Background: an optimization exercise with open tools, aiming at small area and a short achievable clock period. Do not read the settings as production practice. No run shown here included a check of the RTL's function; only the layout flow was run.

<file path="design/flow/design.v">
module alu(res, carry, zero, T, N, c, inst);
   parameter l=16;
   input [l-1:0] T, N;
   input c;
   input [2:0] inst;
   output [l-1:0] res;
   output carry, zero;
   wire prop, andor, selr;
   assign { prop, selr, andor } = inst;
   wire        [l-1:0] r1, r2;
   wire [l:0]  carries;
   assign r1 = T ^ N ^ carries;
   assign r2 = (T & N) | 
               (T & carries[l-1:0]) | 
               (N & carries[l-1:0]);
   assign carries = 
        prop ? { r2[l-1:0], (c | selr) & andor } 
             : { c, {(l){andor}}};
   assign res = (selr & ~prop) ? r2 : r1;
   assign carry = carries[l];
   assign zero = ~|T;
endmodule  
module stack(clk, sp, spdec, push, gwrite, in, out);
   parameter dep=2, l=16;
   input clk, push, gwrite;
   input [dep-1:0] sp, spdec;
   input [l-1:0] in;
   output [l-1:0] out;
   reg [l-1:0] stackmem[0:(1<<dep)-1];
   always @(posedge clk)
      if(push)
         stackmem[spdec] <= in;
  assign out = stackmem[sp];
endmodule  
module cpu(clk, latclk, run, nreset, addr, rd, wr, data, 
           dataout, gwrite
 ,
           dr, dw, daddr, din, dout, bp);
   parameter rstaddr=16'h3FFE, show=0,
             l=16, sdep=4, rdep=4;
   input clk, latclk, run, nreset, gwrite;
   output [l-1:0] addr;
   output rd;
   output [1:0] wr;
   input  [l-1:0] data;
   output [l-1:0] dataout;
      input [2:0] daddr;
      input dr, dw;
      input [l-1:0] din, bp;
      output [l-1:0] dout;
   reg [sdep-1:0] sp;
   reg [rdep-1:0] rp;
   reg [l-1:0] T, I, P, R;
   reg [1:0] state;
   reg c;
   wire [4:0] inst, rwinst;
   reg [l-1:0] jmp;
   assign inst = { 4'b0000, data[15], I[14:0] }
                 >> (5*(3-state[1:0]));
   assign rwinst = { 5'b00000, I[14:0] }
                   >> (5*(3-state[1:0]));
   always @(state or I or P or T or data)
      case(state[1:0])
        2'b00: jmp = { data[14:0], 1'b0 };
        2'b01: jmp = { P[15:11], I[9:0], 1'b0 };
        2'b10: jmp = { P[15:6], I[4:0], 1'b0 };
        2'b11: jmp = { T[15:1], 1'b0 };
      endcase  
   wire [l-1:0] res, toN, toR, N;
   wire carry, zero;
   alu #(l) alu16(.res(res), .carry(carry),
                  .zero(zero),
                  .T(T), .N(N), .c(c),
                  .inst(inst[2:0]));
   wire [l-1:0] incaddr, dataw, datas;
   wire tos2n;
   wire incby, bswap, addrsel, access, rd;
   wire [1:0] wr;
   assign incby = (rwinst[4:2] != 3'b101);
   assign access = (rwinst[4:3]==2'b10);
   assign addrsel = rd ? 
         (access & (rwinst[1:0] != 2'b11)) : |wr;
   assign rd = (state==2'b00) || 
               (access && (rwinst[1:0]!=2'b00));
   assign wr = (access && (rwinst[1:0]==2'b00)) ?
               { ~rwinst[2] | ~T[0], 
                 ~rwinst[2] | T[0] } : 2'b00;
   assign addr = addrsel ? T : P;
   assign incaddr = addr + incby + 1;
   assign tos2n = (!rd | (rwinst[1:0] == 2'b11));
   assign toN = tos2n ? T : dataw;
   assign bswap = ~incby ^ addr[0];
   assign datas = bswap ? { data[7:0], data[l-1:8] }
                        : data;
   assign dataw = incby ? datas
                        : { 8'h00, datas[7:0] }; 
   assign dataout = bswap ? { N[7:0], N[l-1:8] }
                          : N; 
   reg dpush, rpush;
   always @(state or inst or rd or run  
                                       or run or dw or daddr
                                       )
     begin
        rpush = 1'b0;
        dpush = (|state[1:0] & rd) |
                (inst[4] && inst[3] && inst[1]);
        case(inst)
           5'b00001: rpush = |state[1:0] | run;
           5'b11100: rpush = 1'b1;
           default ;
        endcase  
        if(!run && dw) case(daddr)
           3'h0: dpush = 1;
           3'h1: rpush = 1;
           default ;
        endcase
     end
   wire [sdep-1:0] spdec, spinc;
   wire [rdep-1:0] rpdec, rpinc;
   stack #(sdep,l) dstack(.clk(latclk),
                          .sp(sp),
                          .spdec(spdec),
                          .push(dpush),
                          .in(toN),
                          .out(N),
                          .gwrite(gwrite));
   stack #(rdep,l) rstack(.clk(latclk),
                          .sp(rp),
                          .spdec(rpdec),
                          .push(rpush),
                          .in(R),
                          .out(toR),
                          .gwrite(gwrite));
   assign spdec = sp-{{(sdep-1){1'b0}}, 1'b1};
   assign spinc = sp+{{(sdep-1){1'b0}}, 1'b1};
   assign rpdec = rp-{{(rdep-1){1'b0}}, 1'b1};
   assign rpinc = rp+{{(rdep-1){1'b0}}, 1'b1};
   wire [1:0] nextstate;
   assign nextstate = ((~|inst) || (|inst[4:3])) ?
                      state[1:0] + 2'b01 : 2'b00;
   reg [l-1:0] dout;
   always @(daddr or dr or run or P or T or R or I or
            state or sp or rp or c or N or toR or bp)
   if(!dr || run) dout = 'h0;
   else case(daddr)
      3'h0: dout = N;
      3'h1: dout = toR;
      3'h2: dout = bp;
      3'h3: dout = { run, 4'h0, c, state,
                     {4-sdep{1'b0}}, sp,
                     {4-rdep{1'b0}}, rp };
      3'h4: dout = P;
      3'h5: dout = T;
      3'h6: dout = R;
      3'h7: dout = I;
   endcase
   always @(posedge clk or negedge nreset)
      if(!nreset) begin
         state <= 2'b11;
         P <= rstaddr;
         T <= 16'h0000;
         I <= 16'h0000;
         R <= 16'h0000;
         c <= 1'b0;
         sp <= 0;
         rp <= 0;
      end else if(run) begin
         if(~|state || 
            ({ inst[4:3], inst[1:0] } == 4'b1011))
            P <= incaddr;
         if(|state[1:0]) begin 
            if(rd && { inst[4:3], inst[1:0] } != 4'b1010)
               sp <= spdec;
            if(|wr) sp <= spinc;
         end else begin 
            I <= data; 
            if(!data[15]) state[1:0] <= 2'b01;
         end
         state <= nextstate;
         case(inst)
            5'b00001: begin  
               rp <= rpdec;
               R <= { ~|state ? incaddr[15:1] : P[15:1], c };
               P <= jmp;
               c <= 1'b0;
               if(state == 2'b11) { sp, T } <= { spinc, N };
            end  
            5'b00010: begin  
               P <= jmp;
               if(state == 2'b11) { sp, T } <= { spinc, N };
            end
            5'b00011:  
                      { rp, c, P, R } <= 
                      { rpinc, R[0], R[l-1:1], 1'b0, toR };
            5'b00100, 5'b00101, 5'b00110, 5'b00111:
            begin  
               if((inst[1] ? c : zero) ^ inst[0]) 
                  P <= jmp;
               { sp, T } <= { spinc, N };
            end
            5'b01001:  
               { c, T } <= { 1'b1, ~T };
            5'b01110:  
               { T, R, c } <=
               { c ? { carry, res } : { 1'b0, T }, R };
            5'b01111:  
               { c, T, R } <=
               { (c | carry) ? res : T, R, (c | carry) };
            5'b01000, 5'b01010, 5'b01011, 5'b01100, 5'b01101:
               { sp, c, T } <= { spinc, carry, res };
            5'b10000, 5'b10001, 5'b10100, 5'b10101:
            begin         
               if(nextstate != 2'b10) T <= incaddr;
               sp <= rd ? spdec : spinc;
            end
            5'b10010, 5'b10011, 5'b10110, 5'b10111:
               T <= dataw;   
            5'b11000: sp <= spinc;                
            5'b11001: { sp, T } <= { spinc, N };                      
            5'b11010: { sp, T } <= { spdec, N };  
            5'b11011: sp <= spdec;                
            5'b11100: begin                       
               R <= T; rp <= rpdec; { sp, T } <= { spinc, N };
            end  
            5'b11110: begin                       
               { sp, T, R } <= { spdec, R, toR };
               rp <= rpinc;
            end  
            default ;                             
         endcase  
      end else begin  
         if(dw) case(daddr)
            3'h0: { sp, T } <= { spdec, din };
            3'h1: { rp, R } <= { rpdec, din };
            3'h3: { c, state, sp, rp } <= 
                    { din[10:8],
                      din[sdep+3:4], din[rdep-1:0] };
            3'h4: P <= din;
            3'h5: T <= din;
            3'h6: R <= din;
            3'h7: I <= din;
            default ;
         endcase
         if(dr) case(daddr)
            3'h0: sp <= spinc;
            3'h1: rp <= rpinc;
            default ;
         endcase
      end  
endmodule  
module b16_core(clk, nreset, run, addr, rd, wr, data, dataout,
                dr, dw, daddr, din, bp, dout);
   input         clk, nreset, run;
   output [15:0] addr;
   output        rd;
   output [1:0]  wr;
   input  [15:0] data;
   output [15:0] dataout;
   input         dr, dw;
   input  [2:0]  daddr;
   input  [15:0] din, bp;
   output [15:0] dout;
   cpu b16(.clk(clk), .latclk(clk), .run(run), .nreset(nreset),
           .addr(addr), .rd(rd), .wr(wr), .data(data),
           .dataout(dataout), .gwrite(1'b0),
           .dr(dr), .dw(dw), .daddr(daddr), .din(din), .dout(dout),
           .bp(bp));
endmodule
</file>
<file path="design/flow/run.sh">
#!/bin/bash
# synth_recipe.tcl (not shown) runs the flow's synth.tcl, then flattens the netlist and writes it again
# the make line also repeats each setting of config.mk as NAME=value (left out here)
make -C /OpenROAD-flow-scripts/flow DESIGN_CONFIG=/design/flow/config.mk WORK_HOME=/design/flow/orfs CLKGATE_MAP_FILE= SYNTH_SCRIPT=/design/flow/synth_recipe.tcl finish
</file>
<file path="design/flow/config.mk">
export PLATFORM = sky130hd
export DESIGN_NAME = b16_core
export DESIGN_NICKNAME = b16_core
export VERILOG_FILES = /design/flow/design.v
export SDC_FILE = /design/flow/constraint.sdc
export NUM_CORES = 4
export LEC_CHECK = 0
export CAP_MARGIN = 20
export CORE_MARGIN = 2
export CORE_UTILIZATION = 40
export SLEW_MARGIN = 20
</file>
<file path="design/flow/constraint.sdc">
create_clock -name core_clock -period 14.0 [get_ports {clk}]
set_input_delay 2.8000 -clock core_clock [delete_from_list [all_inputs] [get_ports {clk}]]
set_output_delay 2.8000 -clock core_clock [all_outputs]
set_load 0.01 [all_outputs]
</file>
==> reports/results.ini, run 1 <==
[status]
run_status = complete, no violations

[hold_path]
hold_class = register to register
hp-start = b16.I[14]$_DFFE_PN0P_
whs_path_depth = 2
worstHoldEndpoint = b16.I[14]$_DFFE_PN0P_

[worst_setup_path]
rrSetupSlack_ns = 1.34
startpoint_type = input port
end_kind = register
critical_path_class = input port to register
worstReg2RegEnd = b16.T[3]$_DFFE_PN0P_
cp_max_fo = 16
cpPeakStageDelay_ns = 0.56
crit_path_frequent_cell = fa_2
r2r_start = b16.sp[1]$_DFF_PN0_
worstRegToRegCells = 43
crit_slowest_cell = or4bb_4
worstPathArrival_ns = 13.85
critical_path_required_ns = 14.48

[placed_design]
portBuffers = 106
post_dp_cell_area_mm2 = 0.0332
hpwl_mm = 81.8
place.gp.congestion = 1.03

[clock_network]
htreeDepth = 3
cts_buffers = 68
cts_hold_buf = 0
cts_tree = built
clk_latency_ns = 0.63
clkSinkCount = 587
root_buffer = clkbuf_16
clkSlewWorstSetupHoldPaths_ns = 0.07
cts_buffer_depth = 3

[sta]
fin_tns_setup_ns = 0
post-route-period-util = 0.955
skew_ns = 0.0435
period_needed_ns = 13.37
final-setup-viol-count = 0
worst_pin_slew_ns = 1.19
final-hold-violation-count = 0
fmax_ghz = 0.0748
slew_violations = 0
grt_setup_unrepaired = false
slew-limit-headroom = 0.204

[route]
post-route-drc-count = 0
dr_wl_met3_mm = 12.7
firstDrtPassIters = 8
ant_nets = 0
dr.max_layer_used = met5
dr_wl_met2_mm = 52.2
drt_wl_total_mm = 122
via_per_inst = 6.59
drt_iter0_markers = 3257
drt-wirelength-per-cell_um = 34.0
met1Wirelength_mm = 49.5
vias = 23600

[layout]
post-route-cell-area_mm2 = 0.0354
final_common_cell = edfxtp_1
post-route-util = 0.468
nNetsFinal = 2640
drive_gt1_frac = 0.182
final_cell_mix = edfxtp_1 (512), nand2_1 (240), o21ai_0 (174), mux2i_1 (157), buf_4 (140)
syn2layout_area_growth_pct = 16.1

[die]
ios = 107
start_util = 0.403
die_y_um = 280
num_rows = 101
die_width_um = 280
core_area_mm2 = 0.0757
dieArea_mm2 = 0.0785

[logic_synthesis]
synthCells = 2434
yosysUniqueCellTypes = 88
ys_seq_area_frac = 0.566
ys_warn_count = 2
syn_area_mm2 = 0.0305
async_reset_ff_frac = 0.128
synth_edf_count = 512
synth_ff_type = edfxtp_1
synth_top_area_frac = 0.504
avgSynthCellArea_um2 = 12.5
synth_area_leaders = edfxtp_1 (50%), mux4_2 (8.6%), mux2i_1 (5.2%), dfrtp_1 (4.9%), nand2_1 (3.0%)
syn_nets = 2523
synth-seq-cells = 587
synth.largest_area_cell = edfxtp_1

[global_routing]
grt_pass1_wl_mm = 172
grt_antenna_before_repair = 2
grt_start_max_net_pins = 78
gr-total-overflow = 0
grt_pass1_vias = 22700
grt_usage = 0.308

[job]
maxCapViolations = 0

[Yosys cell counts, types with 19 or more instances]
| cell type | instances |
|---|---|
| dfrtp_1 | 60 |
| nor3_1 | 28 |
| xnor2_1 | 26 |
| a21oi_1 | 108 |
| a211oi_1 | 23 |
| nor2_1 | 165 |
| inv_1 | 59 |
| o22ai_1 | 33 |
| nand3_1 | 48 |
| buf_2 | 47 |
| a221oi_1 | 61 |
| mux2i_1 | 158 |
| o21ai_0 | 178 |
| clkbuf_1 | 127 |
| a31oi_1 | 36 |
| mux4_2 | 116 |
| nand2_1 | 240 |
| a22oi_1 | 40 |
| edfxtp_1 | 512 |
| o221ai_1 | 19 |
| o21a_1 | 19 |
[per-layer routing]
metal  vias up  GRT usage
met3       342     0.0679
met4         2      0.156
met2      1615      0.452
met5         -          0
met1     11900      0.430
li1       9715          -
[cell type report]
type                            count  area, um2
Fill cell                        6694      40300
Tap cell                          978       1220
Antenna cell                        1       2.50
Sequential cell                   587      17300
Timing Repair Buffer              248       2140
Clock buffer                       82       1750
Clock inverter                     38        414
Inverter                           64        240
Multi-Input combinational cell   1582      12300
[cell families (layout without fill, tap and decap cells)]
family / Yosys count / count (layout) / synth area share
AO/OA/AOI/OAI: 654 / 654 / 0.144
flip-flops: 587 / 587 / 0.566
AND/OR/NAND/NOR: 574 / 574 / 0.0832
multiplexers: 287 / 287 / 0.143
buffers and inverters: 265 / 432 / 0.0369
XOR/XNOR: 34 / 34 / 0.00977
adder cells (fa/ha/maj): 33 / 33 / 0.0175
other: 0 / 1 / 0
[worst max-delay path by stage]
stage	start	end	slack, ns	cells after the start
after CTS	data[15]	b16.T[1]$_DFFE_PN0P_	0.02	41
final	data[15]	b16.T[3]$_DFFE_PN0P_	0.63	41
after floorplan	data[15]	b16.T[9]$_DFFE_PN0P_	0.001	44
after global placement	data[15]	b16.T[1]$_DFFE_PN0P_	-0.62	41
after global routing	data[15]	b16.T[9]$_DFFE_PN0P_	0.21	42
after detailed placement	data[15]	b16.T[1]$_DFFE_PN0P_	-0.66	41
[sequential cells by signal, summed over array words and instances (netlist names)]
name and flops:
b16.I 16, b16.P 16, b16.R 16, b16.T 16
b16.c 1, b16.dstack.stackmem 256, b16.rp 4, b16.rstack.stackmem 256
b16.sp 4, b16.state 2
[per-stage QoR]
| stage | setup slack [ns] | hold WS (ns) | cells |
|---|---|---|---|
| finish | 0.628 | 0.559 | 3580 |
| floorplan | 0.00142 | 0.445 | 2434 |
| global route | 0.210 | 0.569 | 3579 |
| global placement | -0.618 | 0.527 | 3456 |
| detailed placement | -0.664 | 0.537 | 3458 |
| CTS | 0.0152 | 0.552 | 3578 |
[worst max-delay path, delay by kind of cell]
| family | cells | cell delay [ns] |
|---|---|---|
| adders and majority gates | 16 | 5.81 |
| AOI/OAI and AO/OA | 19 | 3.46 |
| and+or+nand+nor | 2 | 0.88 |
| muxes | 2 | 0.50 |
| buffers and inverters | 2 | 0.39 |
[timing repair]
action | in CTS | in global routing
buffers inserted | 0 | 1
resized for setup | 1 | 10
endpoints found under the setup margin | 2 | 17
pin swaps | 0 | 2
==> run 2: changes to the inputs <==
--- a/design/flow/design.v
+++ b/design/flow/design.v
@@ -7,30 +7,35 @@
    output carry, zero;
    wire prop, andor, selr;
    assign { prop, selr, andor } = inst;
-   wire        [l-1:0] r1, r2;
-   wire [l:0]  carries;
-   assign r1 = T ^ N ^ carries;
-   assign r2 = (T & N) | 
-               (T & carries[l-1:0]) | 
-               (N & carries[l-1:0]);
-   assign carries = 
-        prop ? { r2[l-1:0], (c | selr) & andor } 
-             : { c, {(l){andor}}};
-   assign res = (selr & ~prop) ? r2 : r1;
-   assign carry = carries[l];
+   wire cin = andor & (c | selr);
+   wire [l+1:0] s = { 1'b0, T, 1'b1 } + { 1'b0, N, cin };
+   wire [l-1:0] lg = selr ? (andor ? (T | N) : (T & N))
+                     : (andor ? ~(T ^ N) : (T ^ N));
+   assign res = prop ? s[l:1] : lg;
+   assign carry = prop ? s[l+1] : c;
    assign zero = ~|T;
 endmodule  
-module stack(clk, sp, spdec, push, gwrite, in, out);
-   parameter dep=2, l=16;
-   input clk, push, gwrite;
-   input [dep-1:0] sp, spdec;
+module stack(clk, sp, push, in, out);
+   parameter dep=4, l=16;
+   input clk, push;
+   input [dep-1:0] sp;
    input [l-1:0] in;
    output [l-1:0] out;
-   reg [l-1:0] stackmem[0:(1<<dep)-1];
-   always @(posedge clk)
-      if(push)
-         stackmem[spdec] <= in;
-  assign out = stackmem[sp];
+   localparam n = 1 << dep;
+   wire [n-1:0] sel;
+   wire [n-1:0] we;
+   wire [l-1:0] rd [0:n];
+   assign rd[0] = {l{1'b0}};
+   genvar k;
+   generate for(k=0; k<n; k=k+1) begin : e
+      reg [l-1:0] m;
+      assign sel[k] = (sp == k);
+      assign we[k] = push & sel[(k+1) % n];
+      always @(posedge clk)
+         m <= (in & {l{we[k]}}) | (m & {l{~we[k]}});
+      assign rd[k+1] = rd[k] | (m & {l{sel[k]}});
+   end endgenerate
+   assign out = rd[n];
 endmodule  
 module cpu(clk, latclk, run, nreset, addr, rd, wr, data, 
            dataout, gwrite
@@ -119,18 +124,14 @@
    wire [rdep-1:0] rpdec, rpinc;
    stack #(sdep,l) dstack(.clk(latclk),
                           .sp(sp),
-                          .spdec(spdec),
                           .push(dpush),
                           .in(toN),
-                          .out(N),
-                          .gwrite(gwrite));
+                          .out(N));
    stack #(rdep,l) rstack(.clk(latclk),
                           .sp(rp),
-                          .spdec(rpdec),
                           .push(rpush),
                           .in(R),
-                          .out(toR),
-                          .gwrite(gwrite));
+                          .out(toR));
    assign spdec = sp-{{(sdep-1){1'b0}}, 1'b1};
    assign spinc = sp+{{(sdep-1){1'b0}}, 1'b1};
    assign rpdec = rp-{{(rdep-1){1'b0}}, 1'b1};
--- a/design/flow/config.mk
+++ b/design/flow/config.mk
@@ -5,6 +5,7 @@
 export SDC_FILE = /design/flow/constraint.sdc
 export NUM_CORES = 4
 export LEC_CHECK = 0
+export ABC_AREA = 1
 export CAP_MARGIN = 20
 export CORE_MARGIN = 2
 export CORE_UTILIZATION = 40
==> run 2 against run 1 <==
Compared with the run above:
- largest cell class unchanged
- utilization grew 0.28 points
- clock skew up 0.026 ns
- first-iteration DRC count grew 22%
- critical path type is now input port to output port
==> reports/results.ini, run 2 <==
[status]
run_status = complete, no violations

[sta]
slew_violations = 0  ; unchanged
period_needed_ns = 8.65  ; -4.72 ns
slew-limit-headroom = 0.175  ; -0.0288
fmax_ghz = 0.116  ; +55%
skew_ns = 0.0697  ; +0.0262 ns
worst_pin_slew_ns = 1.23  ; +0.0343 ns
post-route-period-util = 0.618  ; -0.337
fin_tns_setup_ns = 0  ; unchanged
grt_setup_unrepaired = false
final-setup-viol-count = 0  ; unchanged
final-hold-violation-count = 0  ; unchanged
hold_slack_ns = 0.492  ; -0.0671 ns

[route]
drt-wirelength-per-cell_um = 28.6  ; -16%
drt_iter0_markers = 3974  ; +22%
vias = 26200  ; +11%
post-route-drc-count = 0  ; unchanged
via_per_inst = 6.08  ; -7.6%
ant_nets = 0  ; unchanged
drt_wl_total_mm = 123  ; +1.1%
firstDrtPassIters = 9  ; +1

[clock_network]
cts_buffers = 68  ; unchanged
clk_latency_ns = 0.65  ; +0.02 ns
htreeDepth = 3  ; unchanged
cts_tree = built
cts.repair.resized = 0  ; -1
cts_buffer_depth = 3  ; unchanged
cts_hold_buf = 0  ; unchanged
root_buffer = clkbuf_16
clkSlewWorstSetupHoldPaths_ns = 0.06  ; about the same
clkSinkCount = 587  ; unchanged
post_cts_buffers = 0  ; unchanged

[worst_setup_path]
worstRegToRegCells = 27  ; -37%
cp.depth = 8  ; -80%
worstPathArrival_ns = 5.85  ; -8.00 ns
critical_path_required_ns = 11.20  ; -3.28 ns
worstReg2RegEnd = b16.T[10]$_DFFE_PN0P_
path_cells = clkdlybuf4s50_1, inv_1, nor2_1, clkinv_1, o221ai_1, a211oi_1, a221oi_1, clkdlybuf4s50_1
crit_path_frequent_cell = clkdlybuf4s50_1
crit_slowest_cell = clkdlybuf4s50_1
crit_family = buffers and inverters
rrSetupSlack_ns = 7.99  ; +6.65 ns
cp_max_fo = 9  ; -7
startpoint_type = input port
crit_buf_inv = 4  ; +2
critical_path_class = input port to output port
end_kind = output port
cpPeakStageDelay_ns = 0.61  ; +0.05 ns
r2r_start = b16.sp[0]$_DFF_PN0_

[die]
num_rows = 100  ; -0.99%
dieArea_mm2 = 0.0778  ; -0.84%
ios = 107  ; unchanged
start_util = 0.405  ; +0.00260
die_width_um = 279  ; -0.42%
die_y_um = 279  ; -0.42%
core_area_mm2 = 0.0746  ; -1.5%

[job]
maxCapViolations = 0  ; unchanged

[logic_synthesis]
syn_nets = 3228  ; +28%
async_reset_ff_frac = 0.128  ; unchanged
synth_edf_count = 512  ; unchanged
synthCells = 3122  ; +28%
synth_top_area_frac = 0.509  ; +0.00432
synth_commonest_cells = nand2_1 (704), edfxtp_1 (512), inv_1 (267)
yosysMostFrequentCell = nand2_1
synth_area_leaders = edfxtp_1 (51%), nand2_1 (8.7%), dfrtp_1 (5.0%), o21ai_0 (3.5%), inv_1 (3.3%)
synth-seq-cells = 587  ; unchanged
yosysUniqueCellTypes = 72  ; -18%
synth_ff_type = edfxtp_1
syn_area_mm2 = 0.0302  ; -0.85%
ys_seq_area_frac = 0.571  ; +0.00485
ys_warn_count = 2  ; unchanged
synth.largest_area_cell = edfxtp_1
avgSynthCellArea_um2 = 9.68  ; -23%

[layout]
syn2layout_area_growth_pct = 16.1  ; about the same
post-route-util = 0.471  ; +0.00283
multi_input_area_mm2 = 0.0113  ; -8.1%
drive_gt1_frac = 0.106  ; -0.0762
n_fill_cell = 7033  ; +5.1%
final_cell_mix = nand2_1 (704), edfxtp_1 (512), inv_1 (267), nor2_1 (243), o21ai_0 (208)
ff_latch_area_mm2 = 0.0173  ; about the same
nNetsFinal = 3385  ; +28%
final_common_cell = nand2_1

[global_routing]
grt_pass1_wl_mm = 175  ; +1.5%
grt_pass1_vias = 24100  ; +5.9%
grt_antenna_before_repair = 6  ; +4
grt_start_max_net_pins = 58  ; -26%
gr-total-overflow = 0  ; unchanged
grt_usage = 0.312  ; +0.00372

[placed_design]
place.gp.congestion = 1.06  ; +3.4%
portBuffers = 106  ; unchanged
hpwl_mm = 84.9  ; +3.7%

[hold_path]
hold_class = register to register
worstHoldEndpoint = b16.P[3]$_DFFE_PN1P_
whs_path_depth = 2  ; unchanged
hp-start = b16.P[3]$_DFFE_PN1P_

[run 2: per-layer routing]
metal / part of all wire / GRT usage
met1: 0.40 / 0.428
met2: 0.42 / 0.456
met3: 0.12 / 0.0812
met4: 0.059 / 0.157
met5: 0.00015 / 0
[run 2: layout make-up]
class,count,area share
antenna,2,0.000143
clock inverter,40,0.0131
tap,969,0.0346
inverter,305,0.0331
sequential,587,0.492
multi-input combinational,2103,0.323
clock buffer,83,0.0507
timing repair buffer,214,0.0531
[run 2: per-stage QoR]
stage | std cells | setup slack, ns | area [um2]
detailed placement | 4178 | 5.38 | 32800
floorplan | 3122 | 6.96 | 30200
finish | 4303 | 5.35 | 35100
global route | 4301 | 5.07 | 35100
global placement | 4178 | 5.39 | 32800
CTS | 4301 | 5.37 | 35100
[run 2: kinds of logic after synthesis]
group / Yosys count / share of synthesized area
fa+ha+maj: 50 / 0.0209
flops: 587 / 0.571
mux: 1 / 0.000372
simple gates: 1267 / 0.182
xor+xnor: 14 / 0.00406
compound gates: 771 / 0.163
buf+inv: 432 / 0.0583
[run 2: worst min-delay path: stages, from the launching register on]
cell	delay, ns
dfstp_2	0.38
nand2_1	0.06
o21ai_1	0.05
[run 2: worst max-delay path by stage]
stage	from	to	slack (ns)
after floorplan	daddr[1]	dout[2]	6.96
after CTS	daddr[2]	dout[2]	5.37
after global routing	daddr[2]	dout[2]	5.07
after detailed placement	daddr[2]	dout[2]	5.38
after global placement	daddr[2]	dout[2]	5.39
final	daddr[2]	dout[2]	5.35
==> run 3: changes to the inputs <==
--- a/design/flow/config.mk
+++ b/design/flow/config.mk
@@ -5,7 +5,6 @@
 export SDC_FILE = /design/flow/constraint.sdc
 export NUM_CORES = 4
 export LEC_CHECK = 0
-export ABC_AREA = 1
 export CAP_MARGIN = 20
 export CORE_MARGIN = 2
 export CORE_UTILIZATION = 40
==> run 3 against run 2 <==
Compared with the run above:
- still clean
- flip-flop and latch count stayed put
- area after synthesis rose by 1.2%
- worst hold slack gained 0.10 ns
- critical path depth increased by 3
- global-route usage rose by 3.3 points
- maximum frequency down 8.3%
- first-iteration DRC count down 3.4%
- critical endpoint is now dataout[13]
==> reports/results.ini, run 3 <==
[status]
run_status = complete, no violations

[layout]
nNetsFinal = 2853  ; -16%
final_cell_mix = edfxtp_1 (512), nand2_1 (254), o21ai_0 (187), a22oi_1 (150), a21oi_1 (138)
n_fill_cell = 6887  ; -2.1%
post-route-cell-area_mm2 = 0.0353  ; +0.46%
final_common_cell = edfxtp_1
syn2layout_area_growth_pct = 15.2
drive_gt1_frac = 0.130  ; +0.0239
post-route-util = 0.465  ; -0.00564

[logic_synthesis]
yosysMostFrequentCell = edfxtp_1
synth_commonest_cells = edfxtp_1 (512), nand2_1 (255), o21ai_0 (189)
synth_edf_count = 512  ; unchanged
synth_top_area_frac = 0.502  ; -0.00618
syn_area_mm2 = 0.0306  ; +1.2%
synth_area_leaders = edfxtp_1 (50%), dfrtp_1 (4.9%), a22oi_1 (3.7%), mux2i_1 (3.5%), nand2_1 (3.1%)
ys_seq_area_frac = 0.564  ; -0.00694
syn_nets = 2779  ; -14%
synth_ff_type = edfxtp_1
synth.largest_area_cell = edfxtp_1
avgSynthCellArea_um2 = 11.4  ; +18%
async_reset_ff_frac = 0.128  ; unchanged
yosysUniqueCellTypes = 101  ; +40%
synthCells = 2673  ; -14%
synth-seq-cells = 587  ; unchanged
ys_warn_count = 2  ; unchanged

[sta]
period_needed_ns = 9.43  ; +0.781 ns
final-hold-violation-count = 0  ; unchanged
skew_ns = 0.0477  ; -0.0220 ns
fmax_ghz = 0.106  ; -8.3%
worst_pin_slew_ns = 1.23  ; -0.000808 ns
slew_violations = 0  ; unchanged
slew-limit-headroom = 0.179  ; +0.00353
grt_setup_unrepaired = false
post-route-period-util = 0.674  ; +0.0558
fin_tns_setup_ns = 0  ; unchanged
final-setup-viol-count = 0  ; unchanged

[clock_network]
clkSinkCount = 587  ; unchanged
cts.repair.resized = 0  ; unchanged
cts_hold_buf = 0  ; unchanged
root_buffer = clkbuf_16
clk_latency_ns = 0.65  ; about the same
cts_buffer_depth = 3  ; unchanged
clkSlewWorstSetupHoldPaths_ns = 0.07  ; about the same
htreeDepth = 3  ; unchanged
post_cts_buffers = 0  ; unchanged
cts_buffers = 67  ; -1.5%
cts_tree = built

[die]
die_width_um = 281  ; +0.60%
die_y_um = 281  ; +0.60%
ios = 107  ; unchanged
start_util = 0.404  ; -0.00179
core_area_mm2 = 0.0758  ; +1.7%
num_rows = 101  ; +1.0%
dieArea_mm2 = 0.0787  ; +1.2%

[route]
via_per_inst = 6.81  ; +12%
drt_iter0_markers = 3839  ; -3.4%
drt_wl_total_mm = 138  ; +12%
ant_nets = 0  ; unchanged
vias = 25700  ; -1.7%
post-route-drc-count = 0  ; unchanged
firstDrtPassIters = 7  ; -2
drt-wirelength-per-cell_um = 36.5  ; +28%

[global_routing]
grt_usage = 0.345  ; +0.0332
grt_pass1_vias = 24300  ; +0.82%
grt_pass1_wl_mm = 191  ; +9.1%
grt_start_max_net_pins = 61  ; +5.2%
gr-total-overflow = 0  ; unchanged
grt_antenna_before_repair = 9  ; +3

[worst_setup_path]
startpoint_type = input port
critical_path_required_ns = 11.20  ; about the same
cp_max_fo = 47  ; +38
r2r_start = b16.sp[0]$_DFF_PN0_
worstPathArrival_ns = 6.63  ; +0.78 ns
critical_path_class = input port to output port
worstReg2RegEnd = b16.T[15]$_DFFE_PN0P_
end_kind = output port
worstRegToRegCells = 17  ; -37%
rrSetupSlack_ns = 7.01  ; -0.98 ns

[placed_design]
portBuffers = 106  ; unchanged
place.gp.congestion = 1.02  ; -4.3%
post_dp_cell_area_mm2 = 0.0331  ; +0.72%
hpwl_mm = 93.9  ; +11%

[hold_path]
hp-start = b16.I[15]$_DFFE_PN0P_
whs_path_depth = 2  ; unchanged
hold_class = register to register
worstHoldEndpoint = b16.I[15]$_DFFE_PN0P_

[job]
maxCapViolations = 0  ; unchanged

## run 3: cell types whose count changed after synthesis, moves of 27 or more
cell	change
nand2_1	-449
inv_1	-204
nor2_1	-128
mux2i_1	+108
a22oi_1	+99
clkbuf_1	+87
nor2b_1	+53
a221oi_1	+47
nand3_1	-46
nand4_1	-44
a21oi_1	-32
o22ai_1	-29
a222oi_1	+27
## run 3: cell type report
| cell class | count | area (um2) | area share |
|---|---|---|---|
| sequential | 587 | 17300 | 0.490 |
| multi-input combinational | 1795 | 12400 | 0.351 |
| timing repair buffer | 232 | 2000 | 0.0567 |
| clock buffer | 84 | 1770 | 0.0503 |
| tap | 978 | 1220 | 0.0347 |
| clock inverter | 32 | 363 | 0.0103 |
| inverter | 64 | 240 | 0.00681 |
| antenna | 6 | 15.0 | 0.000426 |
## run 3: critical path, cell delays in order
cell             delay, ns
clkdlybuf4s50_1       0.48
mux2_2                0.32
mux2i_4               0.13
buf_4                 0.42
o211ai_4              0.12
buf_4                 0.30
o21a_1                0.25
ha_2                  0.31
buf_4                 0.58
mux2i_1               0.27
clkdlybuf4s50_1       0.57
## run 3: per-layer routing
layer	routed length, um	GRT usage	up-vias
met5	27	0	-
met4	7420	0.164	4
met3	15600	0.0909	396
met2	59700	0.512	1760
met1	55100	0.469	13000
li1	-	-	10600
## run 3: worst max path at each step
stage | to | from | slack (ns)
final | dataout[13] | data[15] | 4.57
after global routing | dataout[5] | data[15] | 4.40
after CTS | dataout[13] | data[15] | 4.60
after detailed placement | dataout[13] | data[15] | 4.62
after global placement | dataout[11] | data[15] | 4.66
after floorplan | dataout[0] | data[15] | 5.61
## run 3: through the flow
| step | worst slack, ns | hold slack (ns) | cells |
|---|---|---|---|
| detailed placement | 4.62 | 0.579 | 3656 |
| floorplan | 5.61 | 0.445 | 2673 |
| finish | 4.57 | 0.595 | 3778 |
| CTS | 4.60 | 0.594 | 3772 |
| global placement | 4.66 | 0.575 | 3655 |
| global route | 4.40 | 0.608 | 3774 |
## run 3: cell families (layout without fill, tap and decap cells)
| family | Yosys count | after routing | share of synthesized area |
|---|---|---|---|
| buf+inv | 291 | 412 | 0.0392 |
| simple gates | 671 | 671 | 0.106 |
| xor+xnor | 38 | 38 | 0.0109 |
| flops | 587 | 587 | 0.564 |
| other cells | 0 | 6 | 0 |
| mux | 147 | 147 | 0.0537 |
| compound gates | 889 | 889 | 0.205 |
| fa+ha+maj | 50 | 50 | 0.0207 |
==> run 4: changes to the inputs <==
--- a/design/flow/config.mk
+++ b/design/flow/config.mk
@@ -8,4 +8,6 @@
 export CAP_MARGIN = 20
 export CORE_MARGIN = 2
 export CORE_UTILIZATION = 40
+export SETUP_SLACK_MARGIN = 5
 export SLEW_MARGIN = 20
+export TNS_END_PERCENT = 100
==> run 4 against run 3 <==
Compared with the run above:
- still clean on timing, DRC and antenna
- die area stayed put
- synthesized cell count did not move
- critical path depth did not move
- area after synthesis stayed put
- count of clock-buffer cells in the layout unchanged
- final cell count about the same
- maximum frequency grew 6.8%
- largest cell class unchanged
- highest routed layer unchanged
==> reports/results.ini, run 4 <==
[status]
run_status = complete, no violations

[clock_network]
cts_buffer_depth = 3  ; unchanged
root_buffer = clkbuf_16
clkSlewWorstSetupHoldPaths_ns = 0.07  ; about the same
cts_tree = built
clkSinkCount = 587  ; unchanged
cts_buffers = 67  ; unchanged
clk_latency_ns = 0.65  ; about the same
htreeDepth = 3  ; unchanged

[sta]
fmax_ghz = 0.113  ; +6.8%
hold_slack_ns = 0.599  ; +0.00451 ns
period_needed_ns = 8.83  ; -0.599 ns
slew_violations = 0  ; unchanged
worst_pin_slew_ns = 1.21  ; -0.0145 ns
grt_setup_unrepaired = false
post-route-period-util = 0.631  ; -0.0428
slew-limit-headroom = 0.189  ; +0.00974
fin_tns_setup_ns = 0  ; unchanged
final-hold-violation-count = 0  ; unchanged
skew_ns = 0.0524  ; +0.00475 ns
final-setup-viol-count = 0  ; unchanged

[die]
ios = 107  ; unchanged
dieArea_mm2 = 0.0787  ; unchanged
start_util = 0.404  ; unchanged
num_rows = 101  ; unchanged
core_area_mm2 = 0.0758  ; unchanged
die_y_um = 281  ; unchanged
die_width_um = 281  ; unchanged

[global_routing]
grt_start_max_net_pins = 61  ; unchanged
gr-total-overflow = 0  ; unchanged
grt_antenna_before_repair = 7  ; -2
grt_pass1_wl_mm = 191  ; about the same
grt_usage = 0.345  ; about the same
grt_pass1_vias = 24200  ; -0.19%

[logic_synthesis]
synthCells = 2673  ; unchanged
avgSynthCellArea_um2 = 11.4  ; unchanged
ys_warn_count = 2  ; unchanged
yosysUniqueCellTypes = 101  ; unchanged
synth_edf_count = 512  ; unchanged
async_reset_ff_frac = 0.128  ; unchanged
synth.largest_area_cell = edfxtp_1
synth_ff_type = edfxtp_1
synth_area_leaders = edfxtp_1 (50%), dfrtp_1 (4.9%), a22oi_1 (3.7%), mux2i_1 (3.5%), nand2_1 (3.1%)
syn_area_mm2 = 0.0306  ; unchanged
ys_seq_area_frac = 0.564  ; unchanged
synth-seq-cells = 587  ; unchanged
syn_nets = 2779  ; unchanged
yosysMostFrequentCell = edfxtp_1
synth_top_area_frac = 0.502  ; unchanged
synth_commonest_cells = edfxtp_1 (512), nand2_1 (255), o21ai_0 (189)

[route]
drt_iter0_markers = 3912  ; +1.9%
drt-wirelength-per-cell_um = 36.6  ; +0.45%
via_per_inst = 6.83  ; +0.26%
vias = 25800  ; +0.21%
post-route-drc-count = 0  ; unchanged
drt_wl_total_mm = 138  ; +0.39%
ant_nets = 0  ; unchanged
firstDrtPassIters = 8  ; +1

[layout]
final_cell_mix = edfxtp_1 (512), nand2_1 (254), o21ai_0 (187), a22oi_1 (150), a21oi_1 (138)
drive_gt1_frac = 0.130  ; +0.000311
syn2layout_area_growth_pct = 15.4
nNetsFinal = 2854  ; +0.035%
final_common_cell = edfxtp_1
post-route-cell-area_mm2 = 0.0353  ; +0.14%

[worst_setup_path]
cpPeakStageDelay_ns = 0.57  ; about the same
cp_max_fo = 46  ; -2.1%
rrSetupSlack_ns = 7.03  ; +0.02 ns
crit_family = buffers and inverters
crit_slowest_cell = clkdlybuf4s50_1
critical_path_class = input port to output port
worstReg2RegEnd = b16.T[15]$_DFFE_PN0P_
path_cells = clkdlybuf4s50_1, mux2_2, mux2i_4, buf_12, o211ai_4, buf_8, o21a_1, ha_2, buf_12, mux2i_1, clkdlybuf4s50_1
crit_buf_inv = 5  ; unchanged
startpoint_type = input port
worstRegToRegCells = 17  ; unchanged
worstPathArrival_ns = 6.03  ; -0.60 ns
end_kind = output port
r2r_start = b16.sp[0]$_DFF_PN0_
critical_path_required_ns = 11.20  ; about the same

[hold_path]
worstHoldEndpoint = b16.I[15]$_DFFE_PN0P_
hold_class = register to register
whs_path_depth = 2  ; unchanged
hp-start = b16.I[15]$_DFFE_PN0P_

[placed_design]
place.gp.congestion = 1.02  ; unchanged
post_dp_cell_area_mm2 = 0.0331  ; unchanged
hpwl_mm = 93.9  ; unchanged
portBuffers = 106  ; unchanged

[job]
maxCapViolations = 0  ; unchanged

-- run 4: cell counts after synthesis --
Identical to the previous run, type by type.
-- run 4: what timing repair did --
item | in CTS | in global routing
setup buffers | 0 | 0
setup endpoints to repair | 16 | 16
pin swaps | 0 | 0
resized for setup | 5 | 4
hold buffers | 0 | 0
gates cloned | 0 | 1
-- run 4: how the worst max path moves through the flow --
stage                   from           to  slack [ns]  cells after the start
global placement    data[15]  dataout[11]        4.66                     12
finish              data[15]  dataout[13]        5.17                     11
floorplan           data[15]   dataout[0]        5.61                     11
global route        data[15]   dataout[5]        5.03                     12
detailed placement  data[15]  dataout[13]        4.62                     11
CTS                 data[15]  dataout[13]        5.02                     11
-- run 4: through the flow --
stage / cells / setup WS (ns) / util
4_1_cts: 3772 / 5.02 / 0.465
5_1_grt: 3774 / 5.03 / 0.466
6_report: 3776 / 5.17 / 0.466
3_3_place_gp: 3655 / 4.66 / 0.436
2_1_floorplan: 2673 / 5.61 / -
3_5_place_dp: 3656 / 4.62 / 0.436
-- run 4: layout make-up --
class | instances | area, um2
well taps | 978 | 1220
inverters | 64 | 240
repair buffers | 233 | 2060
flip-flops and latches | 587 | 17300
diodes | 3 | 7.51
clock inverters | 32 | 363
fillers | 6883 | 40500
multi-input cells | 1795 | 12400
clock buffers | 84 | 1770
-- run 4: tightest hold or removal path: cells and delay by family, from the launching register on --
kind            cells  cell delay (ns)
flops               1             0.42
compound gates      1             0.07
simple gates        1             0.07
-- run 4: layer usage --
| metal | up-vias | part of all wire | routed length, um | GRT usage |
|---|---|---|---|---|
| li1 | 10600 | - | - | - |
| met1 | 13000 | 0.40 | 54700 | 0.469 |
| met2 | 1819 | 0.43 | 60200 | 0.514 |
| met3 | 382 | 0.12 | 16400 | 0.0918 |
| met4 | 8 | 0.051 | 7110 | 0.159 |
| met5 | - | 0.00040 | 56 | 0 |
-- run 4: cells by family after synthesis --
kind of cell | after synthesis | synth area share
simple gates | 671 | 0.106
flops | 587 | 0.564
buf+inv | 291 | 0.0392
fa+ha+maj | 50 | 0.0207
mux | 147 | 0.0537
xor+xnor | 38 | 0.0109
compound gates | 889 | 0.205

-- afterwards: timing with drivers on the ports --
In the flow no input, the clock included, has a driving cell. The finished layouts below were timed again as built, in two steps. Step 1, drivers: a clkbuf_16 drives clk and a buf_2 each remaining input, both assumed. Step 2 also shifts input and output timing later by t, the mid clock arrival at the registers, as if the neighbouring blocks saw the same clock. Three values: ideal, step 1, step 2; two values: the first two.
run | t (ns) | setup WS [ns] | worst setup path after step 2 | cell pins on the clock port's net
run 1 | 0.683 | 0.628 / 0.676 / -0.008 | input to register | 1
run 2 | 0.681 | 5.351 / 5.311 / 5.311 | input to output | 1
run 3 | 0.695 | 4.569 / 4.547 / 4.547 | input to output | 1
run 4 | 0.695 | 5.168 / 5.145 / 5.145 | input to output | 1
Met with ideal ports but missed after step 2: setup timing in run 1. The setup slack of run 1, which loses most, moves by +0.048 ns with the drivers and by -0.636 ns with both steps.
